This is an optimization exercise on Yosys and OpenROAD, whose aim is small area, not a production implementation.
The RTL was checked by simulation tests, not by an equivalence proof against the original design.
Power and IR drop assume default switching activity.

build 82:
// wiv_ex
module wiv_ex(
    input         clk,
    input         rst,
    input         stall,
    input         flush,
    input         id_valid,
    input  [63:0] id_pc,
    input  [6:0]  id_opcode,
    input  [2:0]  id_funct3,
    input  [6:0]  id_funct7,
    input  [63:0] id_dat_a,
    input  [63:0] id_dat_b,
    input  [4:0]  id_rd,
    input  [11:0] id_csr,
    input         id_we,
    input         id_ld,
    input         id_st,
    input         id_csr_st,
    input         id_amo,
    output        ex_valid,
    output [63:0] ex_pc,
    output [2:0]  ex_funct3,
    output [4:0]  ex_funct5,
    output [63:0] ex_data,
    output [63:0] ex_addr,
    output [4:0]  ex_rd,
    output [11:0] ex_csr,
    output [63:0] ex_csr_data,
    output        ex_we,
    output        ex_ld,
    output        ex_st,
    output        ex_csr_st,
    output        ex_amo
);
core_ex u_ex(
    .clk(clk),
    .rst(rst),
    .stall(stall),
    .flush(flush),
    .id_valid(id_valid),
    .id_pc(id_pc),
  ...
For scale: ~230 flip-flops, ~520 I/O pins, ~17000 sq um of cells after synthesis.
==> flow/config.mk <==
export PLATFORM = sky130hd
export DESIGN_NAME = wiv_ex
export DESIGN_NICKNAME = wiv_ex
export VERILOG_FILES = /design/flow/design.v
export SDC_FILE = /design/flow/constraint.sdc
export NUM_CORES = 4
export LEC_CHECK = 0
export ABC_AREA = 1
export CAP_MARGIN = 10
export CORE_MARGIN = 2
export CORE_UTILIZATION = 50
export PLACE_DENSITY = 0.65
export SETUP_SLACK_MARGIN = 0.25
export SLEW_MARGIN = 10
export SYNTH_HIERARCHICAL = 1
export SYNTH_MINIMUM_KEEP_SIZE = 0
==> flow/constraint.sdc <==
create_clock -name core_clock -period 7.0 [get_ports {clk}]
set_input_delay 1.4000 -clock core_clock [delete_from_list [all_inputs] [get_ports {clk}]]
set_output_delay 1.4000 -clock core_clock [all_outputs]
set_load 0.01 [all_outputs]
standard.sh (not shown) runs the stock make flow with config.mk's settings and CLKGATE_MAP_FILE= SYNTH_SCRIPT=/design/flow/synth_recipe.tcl, a recipe that flattens the netlist after the stock synthesis.
==> flow/flow/run.sh <==
#!/bin/bash
# Own layout flow: the standard flow (standard.sh) with these changes:
#  - synthesis (flow/synth.tcl, the standard script with the abc call wrapped) maps
#    the adder module with the standard ABC script and every other module with an
#    area-oriented one (flow/abc_small.script); registers are mapped before ABC,
#    exactly as in the standard synthesis;
#  - the port buffers that placement inserts are sky130_fd_sc_hd__buf_1;
#  - clock tree synthesis uses clkbuf_2 (clkbuf_8 at the root) and no dummy loads.
set -euo pipefail
WORK=$(cd "$(dirname "$0")/.." && pwd)
export MY_ABC_AREA="$WORK/flow/abc_small.script"
export MY_ABC_FAST_MODULES="ex_add64"
export BUFFER_PORTS_ARGS="-buffer_cell sky130_fd_sc_hd__buf_1"
export CTS_ARGS="-sink_clustering_enable -repair_clock_nets -buf_list sky130_fd_sc_hd__clkbuf_2 -root_buf sky130_fd_sc_hd__clkbuf_8 -dont_use_dummy_load"
sed "s#SYNTH_SCRIPT=[^ ]*#SYNTH_SCRIPT=$WORK/flow/synth.tcl#" "$WORK/standard.sh" > "$WORK/own_standard.sh"
bash "$WORK/own_standard.sh" > "$WORK/own_flow.log" 2>&1
==> flow/flow/abc_small.script <==
strash
dch
amap -F 4 -A 10
topo
==> flow/flow/synth.tcl <==
proc synth {args} { yosys synth -nofsm -noshare {*}$args }
proc abc {args} {
  set i [lsearch -exact $args -script]
  if {$i >= 0 && [info exists ::env(MY_ABC_AREA)] && $::env(MY_ABC_AREA) ne ""} {
    set small $args
    lset small [expr {$i + 1}] $::env(MY_ABC_AREA)
    set fast [list]
    foreach m $::env(MY_ABC_FAST_MODULES) {
      lappend fast "=$m"
      if {[llength $fast] > 1} { lappend fast %u }
    }
    if {[llength $fast] > 0} {
      yosys abc {*}$args {*}$fast
      yosys abc {*}$small {*}$fast %n
    } else {
      yosys abc {*}$small
    }
  } else {
    yosys abc {*}$args
  }
}
source $::env(SCRIPTS_DIR)/synth.tcl
# left out here: clear keep_hierarchy, flatten, clean up, hide names made inside functions, write 1_2_yosys.v
diff inputs: build 82 => build 28
- a change of PLACE_DENSITY from 0.65 to 0.75
- a change of SETUP_SLACK_MARGIN from 0.25 to 0.1
- a change of CORE_UTILIZATION from 50 to 60
## What came out
Build 82 vs build 28, critical path launch point: u_ex.sub_q[0] vs u_ex.a_q[31]. As of build 28, total power divided by cell area had risen slightly compared to build 82. Comparing build 28 and build 82, logic depth of the worst path, buffers included is lower on build 28. Summed area of non-filler cells in the final layout ended up 2.5% lower on build 28 than on build 82. In the reports for build 28 and build 82, the larger standby leakage power belongs to build 82. Per the comparison of build 28 with build 82, clock network fraction of design power increased by 0.2 points relative to the old numbers; clock latency on the worst-skew pair now sits lower; pre-CTS setup slack went up 0.0040 ns. Post-cts gate resize count came out lower on build 28 than on build 82. Build 82 consumes more power than build 28. Of the two values seen for endpoint of the most critical setup path, ex_data[17] was produced by build 28 and ex_data[31] by build 82. From build 82 to build 28 the numbers moved as follows: final critical delay including setup and external delays up 0.12 ns; number of DRC markers in iteration 0 up 10%.
diff inputs: build 28 => build 87
- a change of PLACE_DENSITY from 0.75 to 0.65
- a change of CORE_UTILIZATION from 60 to 50
--- outcome ---
Build 87 went all the way through the flow, and no timing, DRC or antenna check failed. Diff build 28 -> build 87 | sequential cell area share | decrease of 0.39 points. When build 87 is set beside build 28, its power share of the sequential group turns out to be 0.3 points smaller. Diff build 28 -> build 87 | design area | increase of 1.8%. Build 28 -> build 87: width of the die increased by a little under 10%. The endpoint of the worst setup timing path comes out ex_data[63] in one run and ex_data[17] in the other, namely in build 87 and build 28 respectively. Build 87 vs. build 28: met3 routing resource usage after global routing shows a reduction of 5.5 points, number of gates resized after cts increased by 3 relative to the old numbers.

afterwards: timing with drivers on the ports:
Ports are ideal in the flow. The routed layouts listed here were re-timed in OpenROAD. Step 1 (the two cells are an assumption about what drives the block):
set clk [get_ports {clk}]
set_driving_cell -lib_cell sky130_fd_sc_hd__clkbuf_16 $clk
set_driving_cell -lib_cell sky130_fd_sc_hd__buf_2 [delete_from_list [all_inputs] $clk]
Step 2 adds t to the input delays and takes it off the output delays; t is the mean of the earliest and latest rising clock arrival at the registers after step 1. Input paths then give back, and output paths get back, about the clock's delay inside the block. a / b / c = ideal ports / drivers / drivers and shift; a / b = the first two.
run	t, ns	slack for setup (ns)	worst slew at a driven data input, ns	pins driven straight from the clock port
build 82	0.641	0.296 / 0.241 / 0.882	0.13	1
build 28	0.624	0.180 / 0.126 / 0.750	0.14	1
build 87	0.656	0.182 / 0.130 / 0.787	0.14	1
After both steps setup and hold are still met in every run listed.
